Background: an optimization exercise with open tools, aiming at small area. Do not read the settings as production practice. In this exercise RTL edits were held to simulation tests only and were not proved equivalent to the original.

File: design.v
module symmetrical_foursteps(
    input clk,  
    input rst,
    input ce,
    input [9:0] d1,
    input [9:0] d2,
    input [9:0] d3,
    input [9:0] d4,
    input [7:0] input_set,
    input [2:0] dir,
    input clamp_signal,
    output s1,
    output s2,
    output s3,
    output s4,
    output s5,
    output s6,
    output s7,
    output s8,
    output s9,
    output s10,
    output s11,
    output s12,
    output s13,
    output s14,
    output s15,
    output s16,
    output s17,
    output s18,
    output [7:0] r,
    output [7:0] g,
    output [7:0] b,
    output interrupt,
    output ninterrupt
    );
wire [7:0] v;  
wire [17:0] s;
wire [17:0] v_decoded;
reg state;
reg [7:0] contador;
reg fastclock; 
always @(posedge clk) 
begin
    if (rst) begin
        contador <= 8'd0;
        fastclock <= 1'b0;
    end
    else if(contador == 8'd99) begin  
        contador <= 8'd0;
        fastclock <= ~fastclock;
    end
    else
        contador <= contador + 1'b1;
end
wire fast_en = (contador == 8'd99) & ~fastclock;
assign ninterrupt = ~interrupt;
symmetrical test_symmetrical(
.clk(clk),
.rst(rst),
.en(fast_en),
.ce(ce),
.d1(d1),
.d2(d2),
.d3(d3),
.d4(d4),
.input_set(input_set),
.v(v),
.interrupt(interrupt));
decoder dec1 (.clk(clk),
.rst(rst),
.en(fast_en),
.in(v),
.out(v_decoded));
four_step fsa( .clk(clk),
.rst(rst),
.en(fast_en),
.vnew(v_decoded[5:0]),
.dir(dir[0]),
.vout(s[5:0]));
four_step fsb ( .clk(clk),
.rst(rst),
.en(fast_en),
.vnew(v_decoded[11:6]),
.dir(dir[1]),
.vout(s[11:6]));
four_step fsc( .clk(clk),
.rst(rst),
.en(fast_en),
.vnew(v_decoded[17:12]),
.dir(dir[2]),
.vout(s[17:12]));
assign s1 = state ? 0:s[0];
assign s2 = state ? 0:s[1];
assign s3 = state ? 0:s[2];
assign s4 = state ? 0:s[3];
assign s5 = state ? 0:s[4];
assign s6 = state ? 0:s[5];
assign s7 = state ? 0:s[6];
assign s8 = state ? 0:s[7];
assign s9 = state ? 0:s[8];
assign s10 = state ? 0:s[9];
assign s11 = state ? 0:s[10];
assign s12 = state ? 0:s[11];
assign s13 = state ? 0:s[12];
assign s14 = state ? 0:s[13];
assign s15 = state ? 0:s[14];
assign s16 = state ? 0:s[15];
assign s17 = state ? 0:s[16];
assign s18 = state ? 0:s[17];
assign r = state ? 255:0;
assign g = state ? 0:255;
assign b = state ? 0:0;
always @(posedge clk) begin
      if (rst) state <= 1'b0;
      else if(state == 0) state <= clamp_signal;
end
endmodule
module symmetrical(
input clk,
input rst,
input en,
input ce,
input [9:0] d1,
input [9:0] d2,
input [9:0] d3,
input [9:0] d4,
input [7:0] input_set,
output reg [7:0] v,
output reg interrupt
    );
reg [9:0] counter;
reg [9:0] t0, t1, t2, t3, t4, t5, t6, t7, t8, t9, t10, t11, t12;
always @(posedge clk)begin
    if (rst)
        counter <= 0;
    else if (en) begin
    counter <= counter + 1'b1;
    if(counter==500)
        counter <= 0;
    end
    end
reg [7:0] set;   
reg [7:0] v1; 
reg [7:0] v2;
reg [7:0] v3;
reg [7:0] v4;
reg [7:0] v5;
reg [7:0] v6;
reg [7:0] v7;
always @(posedge clk)
     if (rst) v1 <= 8'h00;
     else if (en)
     case (set)
        8'h01: v1 <= 8'h15;
        8'h02: v1 <= 8'h14;
        8'h03: v1 <= 8'h13;
        8'h04: v1 <= 8'h15;
        8'h05: v1 <= 8'h14;
        8'h06: v1 <= 8'h13;
        8'h07: v1 <= 8'h15;
        8'h08: v1 <= 8'h14;
        8'h09: v1 <= 8'h13;
        8'h0a: v1 <= 8'h15;
        8'h0b: v1 <= 8'h14;
        8'h0c: v1 <= 8'h13;
        8'h0d: v1 <= 8'h15;
        8'h0e: v1 <= 8'h14;
        8'h0f: v1 <= 8'h13;
        8'h10: v1 <= 8'h15;
        8'h11: v1 <= 8'h14;
        8'h12: v1 <= 8'h13;
        default: ;
     endcase
always @(posedge clk)
         if (rst) v2 <= 8'h00;
         else if (en)
         case (set)
            8'h01: v2 <= 8'h06;
            8'h02: v2 <= 8'h10;
            8'h03: v2 <= 8'h02;
            8'h04: v2 <= 8'h0c;
            8'h05: v2 <= 8'h10;
            8'h06: v2 <= 8'h08;
            8'h07: v2 <= 8'h0c;
            8'h08: v2 <= 8'h04;
            8'h09: v2 <= 8'h08;
            8'h0a: v2 <= 8'h12;
            8'h0b: v2 <= 8'h04;
            8'h0c: v2 <= 8'h0e;
            8'h0d: v2 <= 8'h12;
            8'h0e: v2 <= 8'h0a;
            8'h0f: v2 <= 8'h0e;
            8'h10: v2 <= 8'h06;
            8'h11: v2 <= 8'h0a;
            8'h12: v2 <= 8'h02;
            default: ;
         endcase
always @(posedge clk)
         if (rst) v3 <= 8'h00;
         else if (en)
         case (set)
            8'h01: v3 <= 8'h11;
            8'h02: v3 <= 8'h03;
            8'h03: v3 <= 8'h0d;
            8'h04: v3 <= 8'h11;
            8'h05: v3 <= 8'h09;
            8'h06: v3 <= 8'h0d;
            8'h07: v3 <= 8'h05;
            8'h08: v3 <= 8'h09;
            8'h09: v3 <= 8'h01;
            8'h0a: v3 <= 8'h05;
            8'h0b: v3 <= 8'h0f;
            8'h0c: v3 <= 8'h01;
            8'h0d: v3 <= 8'h0b;
            8'h0e: v3 <= 8'h0f;
            8'h0f: v3 <= 8'h07;
            8'h10: v3 <= 8'h0b;
            8'h11: v3 <= 8'h03;
            8'h12: v3 <= 8'h07;
            default: ;
         endcase
always @(posedge clk)
         if (rst) v4 <= 8'h00;
         else if (en)
         case (set)
            8'h01: v4 <= 8'h13;
            8'h02: v4 <= 8'h15;
            8'h03: v4 <= 8'h14;
            8'h04: v4 <= 8'h13;
            8'h05: v4 <= 8'h15;
            8'h06: v4 <= 8'h14;
            8'h07: v4 <= 8'h13;
            8'h08: v4 <= 8'h15;
            8'h09: v4 <= 8'h14;
            8'h0a: v4 <= 8'h13;
            8'h0b: v4 <= 8'h15;
            8'h0c: v4 <= 8'h14;
            8'h0d: v4 <= 8'h13;
            8'h0e: v4 <= 8'h15;
            8'h0f: v4 <= 8'h14;
            8'h10: v4 <= 8'h13;
            8'h11: v4 <= 8'h15;
            8'h12: v4 <= 8'h14;
            default: ;
         endcase
always @(posedge clk)
         if (rst) v5 <= 8'h00;
         else if (en)
         case (set)
            8'h01: v5 <= 8'h0e;
            8'h02: v5 <= 8'h06;
            8'h03: v5 <= 8'h10;
            8'h04: v5 <= 8'h0e;
            8'h05: v5 <= 8'h0c;
            8'h06: v5 <= 8'h10;
            8'h07: v5 <= 8'h02;
            8'h08: v5 <= 8'h0c;
            8'h09: v5 <= 8'h04;
            8'h0a: v5 <= 8'h02;
            8'h0b: v5 <= 8'h12;
            8'h0c: v5 <= 8'h04;
            8'h0d: v5 <= 8'h08;
            8'h0e: v5 <= 8'h12;
            8'h0f: v5 <= 8'h0a;
            8'h10: v5 <= 8'h08;
            8'h11: v5 <= 8'h06;
            8'h12: v5 <= 8'h0a;
            default: ;
         endcase
 always @(posedge clk)
         if (rst) v6 <= 8'h00;
         else if (en)
         case (set)
            8'h01: v6 <= 8'h01;
            8'h02: v6 <= 8'h11;
            8'h03: v6 <= 8'h03;
            8'h04: v6 <= 8'h07;
            8'h05: v6 <= 8'h11;
            8'h06: v6 <= 8'h09;
            8'h07: v6 <= 8'h07;
            8'h08: v6 <= 8'h05;
            8'h09: v6 <= 8'h09;
            8'h0a: v6 <= 8'h0d;
            8'h0b: v6 <= 8'h05;
            8'h0c: v6 <= 8'h0f;
            8'h0d: v6 <= 8'h0d;
            8'h0e: v6 <= 8'h0b;
            8'h0f: v6 <= 8'h0f;
            8'h10: v6 <= 8'h01;
            8'h11: v6 <= 8'h0b;
            8'h12: v6 <= 8'h03;
            default: ;
         endcase
 always @(posedge clk)
         if (rst) v7 <= 8'h00;
         else if (en)
         case (set)
            8'h01: v7 <= 8'h14;
            8'h02: v7 <= 8'h13;
            8'h03: v7 <= 8'h15;
            8'h04: v7 <= 8'h14;
            8'h05: v7 <= 8'h13;
            8'h06: v7 <= 8'h15;
            8'h07: v7 <= 8'h14;
            8'h08: v7 <= 8'h13;
            8'h09: v7 <= 8'h15;
            8'h0a: v7 <= 8'h14;
            8'h0b: v7 <= 8'h13;
            8'h0c: v7 <= 8'h15;
            8'h0d: v7 <= 8'h14;
            8'h0e: v7 <= 8'h13;
            8'h0f: v7 <= 8'h15;
            8'h10: v7 <= 8'h14;
            8'h11: v7 <= 8'h13;
            8'h12: v7 <= 8'h15;
            default: ;
         endcase
always @(posedge clk)
  if (rst) interrupt <= 1'b0;
  else if (en)
  case (counter)
     32'd0:
     begin
     interrupt <= 1'b1;
     end
     32'd499:
     begin
     interrupt <= 1'b0;
     end
     default:
     begin
     end
 endcase
always @(posedge clk)
  if (rst) begin
     set <= 8'h00;
     v <= 8'h00;
  end
  else if (en)
  case (counter)
     32'd0:
     begin
        t0 = (500 - (d1 + d2 + d3 + d4));
        t1 = t0/6;
        t2 = t1 + d1/2;
        t3 = t2 + d2/2;
        t4 = t3 + t0/6;
        t5 = t4 + d3/2;
        t6 = t5 + d4/2;
        t7 = t6 + t0/3;
        t8 = t7 + d4/2;
        t9 = t8 + d3/2;
        t10 = t9 + t0/6;
        t11 = t10 + d2/2;
        t12 = t11 + d1/2;
        set <= input_set;
     end
     t1 + 1:
     begin
        v <= v2;
        end
     t2 + 1:
     begin
        v <= v3;
     end
     t3 + 1:
     begin
         v <= v4;
     end
     t4 + 1:
     begin
         v <= v5;
     end
     t5 + 1:
     begin
         v <= v6;
     end
     t6 + 1:
     begin
         v <= v7;
     end
     t7 + 1:
     begin
         v <= v6;
     end     
     t8 + 1:
     begin
         v <= v5;
     end
     t9 + 1:
     begin
         v <= v4;
     end
     t10 + 1:
     begin
         v <= v3;
     end
     t11 + 1:
     begin
         v <= v2;
     end
     t12 + 1:
     begin
         v <= v1;
     end
     default:
        begin
        end
  endcase
  endmodule
module decoder(
    input clk,
    input rst,
    input en,
    input [7:0] in,
    output reg [17:0] out
    );
   always @(posedge clk)
        if (rst) out <= 18'b000000000000000000;
        else if (en)
        case (in)
             1  : out <= 18'b001100001100000011;  
             2  : out <= 18'b000011000011001100;  
             3  : out <= 18'b110000110000001100;  
             4  : out <= 18'b001100001100110000;  
             5  : out <= 18'b000011000011110000;  
             6  : out <= 18'b110000110000000011;  
             7  : out <= 18'b001100000011001100;  
             8  : out <= 18'b000011001100000011;  
             9  : out <= 18'b110000001100110000;  
            10  : out <= 18'b001100110000001100;  
            11  : out <= 18'b000011110000000011;  
            12  : out <= 18'b110000000011110000;  
            13  : out <= 18'b000011001100001100;  
            14  : out <= 18'b001100000011000011;  
            15  : out <= 18'b001100110000110000;  
            16  : out <= 18'b110000001100001100;  
            17  : out <= 18'b110000000011000011;  
            18  : out <= 18'b000011110000110000;  
            19  : out <= 18'b000011000011000011;  
            20  : out <= 18'b001100001100001100;  
            21  : out <= 18'b110000110000110000;  
            22  : out <= 18'b110000001100000011;  
            23  : out <= 18'b001100000011110000;
            24  : out <= 18'b000011110000001100;
            25  : out <= 18'b001100110000000011;
            26  : out <= 18'b110000000011001100;
            27  : out <= 18'b000011001100110000;
        default : out <= 18'b000000000000000000;
         endcase
endmodule
module four_step(
input clk,
input rst,
input en,
input [5:0] vnew,
input dir,
output reg [5:0] vout
);
reg [2:0] S;  
reg [2:0] Snew;  
reg [5:0] vold;  
always @(S or dir or vnew or vold)
    case(S)
    0:
    if( (vnew!=vold) & dir ) Snew = 1;
    else if ( (vnew!=vold) & ~dir) Snew = 4;
    else Snew = 0;
    1:
    Snew = 2;
    2:
    Snew = 3;
    3:
    Snew = 0;
    4:
    Snew = 5;
    5:
    Snew = 6;
    6:
    Snew = 0;
    7:
    Snew = 0;
endcase
always @(posedge clk)
    if (rst) vold <= 6'b000011;
    else if (en && (S==3 || S==6)) vold <= vnew;
always @(posedge clk)
   if (rst) S <= 3'b000;
   else if (en) S <= Snew;
always @(*)
    case (S)
    0: 
        vout = vold;
    1: 
        vout = vold & 6'b010101;
    2: 
        vout = (vold & 6'b010101) | (vnew & 6'b010101);
    3: 
        vout = vnew & 6'b010101;
    4:
        vout = vold & 6'b101010;
    5:
        vout = (vold & 6'b101010) | (vnew & 6'b101010);
    6:
        vout = vnew & 6'b101010;
    7:
        vout = vold;
    endcase
endmodule
File: run.sh
#!/bin/bash
# synth_recipe.tcl (not shown) runs the flow's synth.tcl, then flattens the netlist and writes it again
# the make line also repeats each setting of config.mk as NAME=value (left out here)
make -C /OpenROAD-flow-scripts/flow DESIGN_CONFIG=/design/flow/config.mk WORK_HOME=/design/flow/orfs CLKGATE_MAP_FILE= SYNTH_SCRIPT=/design/flow/synth_recipe.tcl finish
File: config.mk
export PLATFORM = sky130hd
export DESIGN_NAME = symmetrical_foursteps
export DESIGN_NICKNAME = symmetrical_foursteps
export VERILOG_FILES = /design/flow/design.v
export SDC_FILE = /design/flow/constraint.sdc
export NUM_CORES = 8
export LEC_CHECK = 0
export CAP_MARGIN = 20
export CORE_MARGIN = 2
export CORE_UTILIZATION = 30
export SLEW_MARGIN = 20
File: constraint.sdc
create_clock -name core_clock -period 25.0 [get_ports {clk}]
set_input_delay 5.0000 -clock core_clock [delete_from_list [all_inputs] [get_ports {clk}]]
set_output_delay 5.0000 -clock core_clock [all_outputs]
set_load 0.01 [all_outputs]
==> flow_summary.ini <==
[logic_synthesis]
synthDistinctLibCells = 98
synth_xor_area_share_pct = 12.97
ys_async_sr_fraction_pct = 0
ys_seq_area_share_pct = 28.27
synthesis.instances = 2284
synth_top_cell_by_area = edfxtp_1
synth_mux_area_share_pct = 1.533
synthSimpleGateAreaFrac_pct = 17.34
yosysTopAreaCellShare_pct = 18.39
netlist_area_um2 = 19260
synthTopCellsByArea = edfxtp_1, dfxtp_1, ha_1, xnor2_1, a21oi_1
synth_edf_count = 118
syn_avg_cell_area_um2 = 8.434
synth_compound_area_share_pct = 21.32
synth-seq-cells = 213
synth-main-ff-cell = edfxtp_1
yosys_warnings = 4
synth_fa_ha_area_share_pct = 12.21
synth_top_family_by_area = compound AO/OA/AOI/OAI gates

[global_route]
grt_usage_pct = 16.29
grt_pass1_wl_um = 87910
antenna_found_initial = 0
grt_max_degree = 84
first_global_vias = 16180
grt_overflow_total = 0

[setup_path]
start_kind = primary input
critPathBufInv = 9
path_max_fanout = 6
cp_slowest_cell = a211oi_1
critPathTopFamily = adder cells
cpPeakStageDelay_ps = 740
worstPathArrival_ps = 22340
required_ps = 25290
crit_top_cell = ha_1
critical_path_class = in2reg
end_kind = flop

[drt]
ant_nets = 0
firstDrtPassIters = 6
wl_um = 55160
wire_per_inst_um = 17.40
num_vias = 16950
avgViaCountPerCell = 5.348
drcViolationCount = 0
dr.first_iter.drc_count = 1186

[floorplanning]
io_pins = 99
die_y_um = 257.4
fp-row-count = 92
start_util_pct = 30.43
coreArea_um2 = 63310
die_w_um = 257.4
dieArea_um2 = 66250

[timing]
grt_setup_unrepaired = false
tightest_slew_ps = 1049
relSlewSlack_pct = 29.80
period_minus_slack_ps = 22050
clock_skew_ps = 29.46
finalSetupViolCount = 0
finalHoldViolCount = 0
hold_slack_ps = 429.8
max_freq_mhz = 45.36
fin_crit_sh_pct = 88.19
slew_viol_final = 0
setup-tns-final_ps = 0

[layout]
layout_common_cells = nor2_1, xnor2_1, a21oi_1, nand2_1, inv_1
register_area_um2 = 5445
drive_above_1_share_pct = 4.819
multi_input_area_um2 = 12670
syn2layout_area_growth_pct = 12.71
nets = 2530
num_antenna_cells = 0
n_fill_cell = 6498

[clock_network]
cts_resized = 0
htreeDepth = 1
ctsRootBufferMaster = clkbuf_16
holdBufCountCts = 0
cts_made_buffers = 26
max-clock-path-buffers = 3
insertion_delay_ps = 550
cts_setup_buffers = 0
cts_tree = done
cts_sinks = 213
clkSlewWorstSetupHoldPaths_ps = 60

[job]
cap_violations = 0

[placement]
place.gp.congestion = 0.9019
dp_hpwl_um = 42490
io_buffers = 89

[outcome]
status = timing/DRC/antenna clean

[hold_path]
hp-class = reg2reg
==> path summary, 6_finish.rpt <==
path | start | end | slack (ps) | depth (start not counted)
worst min register to register | flop | dec1.out[1] | 430 | 2
worst max-delay path | d3[2] | test_symmetrical.t12[9] | 2950 | 65
worst max register to register | test_symmetrical.counter[2] | flop | 19080 | 18
worst min-delay path | flop | dec1.out[1] | 430 | 2
==> registers in the layout, summed over array words and instances (netlist names), 4 cells and up, named ones only <==
name and flops:
test_symmetrical.t7 10, test_symmetrical.v5 4, test_symmetrical.v2 4, test_symmetrical.t12 10
test_symmetrical.t9 10, test_symmetrical.t4 10, test_symmetrical.set 8, test_symmetrical.v1 4
test_symmetrical.t11 10, test_symmetrical.v6 5, test_symmetrical.t10 10, test_symmetrical.t5 10
test_symmetrical.v 5, test_symmetrical.t2 10, test_symmetrical.v3 5, contador 8
test_symmetrical.t3 10, test_symmetrical.t6 10, test_symmetrical.counter 10, dec1.out 9
test_symmetrical.t1 8, test_symmetrical.t8 10
==> per-layer routing <==
metal	vias up	routed length [um]	share of wire [%]	track usage [%]
met3	96	2718	4.9	1.881
li1	8215	-	-	-
met5	-	0	0	0
met1	8150	24850	45	21.49
met4	0	1502	2.7	4.721
met2	492	26090	47	27.94
==> tightest hold or removal path, delay by kind of cell (launching register included) <==
kind / cells / cell delay [ps]
DFF: 1 / 290
and+or+nand+nor: 1 / 40
AOI/OAI and AO/OA: 1 / 50
==> cells in the mapped netlist (all sizes together), types with 6 or more instances <==
library cell,instances
a2111oi,12
a211o,12
a211oi,34
a21o,30
a21oi,185
a221oi,8
a22o,9
a22oi,18
a311oi,9
a31o,6
a31oi,27
and2,23
and3,25
and4,11
buf,43
clkbuf,81
dfxtp,95
edfxtp,118
fa,29
ha,140
inv,166
mux2i,25
nand2,170
nand2b,25
nand3,75
nand3b,6
nand4,23
nor2,193
nor2b,25
nor3,54
nor3b,7
nor4,10
o211ai,20
o21a,15
o21ai,112
o21bai,36
o22ai,13
o311ai,9
o31ai,6
or2,7
or3,15
xnor2,191
xor2,81
==> metrics by stage <==
| step | std cells | setup slack [ps] | instance area, um2 | utilization, % |
|---|---|---|---|---|
| floorplan | 2291 | 6492 | 19290 | - |
| global placement | 3124 | 2712 | 20850 | 32.94 |
| detailed placement | 3124 | 2557 | 20850 | 32.94 |
| CTS | 3170 | 2996 | 21710 | 34.29 |
| global route | 3170 | 1647 | 21710 | 34.29 |
| finish | 3170 | 2953 | 21710 | 34.29 |
==> kinds of logic after synthesis <==
| family | count (synthesis) |
|---|---|
| AO/OA/AOI/OAI | 615 |
| XOR/XNOR | 277 |
| adder cells (fa/ha/maj) | 171 |
| buffers and inverters | 292 |
| flip-flops | 213 |
| multiplexers | 29 |
| other | 1 |
| AND/OR/NAND/NOR | 686 |
==> final cells by class <==
type,count,share of cell area [%]
Tap cell,846,4.875
Clock buffer,35,3.383
Inverter,168,2.916
Multi-Input combinational cell,1786,58.35
Clock inverter,11,0.5532
Sequential cell,213,25.08
Timing Repair Buffer,111,4.841

## separate check: timing with driven ports
The results above use ideal ports. As a check the final layout listed here was re-extracted and re-timed, cells and wires unchanged. Step 1, drivers: a clkbuf_16 drives clk and a buf_2 each remaining input, both assumed. Step 2 moves the port delays by t, midway between the first and last clock arrival at a register: inputs arrive t later, outputs are due t later. That takes back most of the time a late clock gives input paths. Slacks: ideal ports / drivers / drivers and shift; pairs: ideal ports / drivers.
t (ns): 0.589
setup slack, ns: 2.953 / 2.982 / 2.393
slew at the worst register clock pin (ns): 0.07 / 0.07
worst slew at a driven data input, ns: 0.06
pins driven straight from the clock port: 1
After both steps this run still meets setup and hold. For this run, drivers alone change the setup slack by +0.029 ns; drivers and shift together by -0.560 ns.
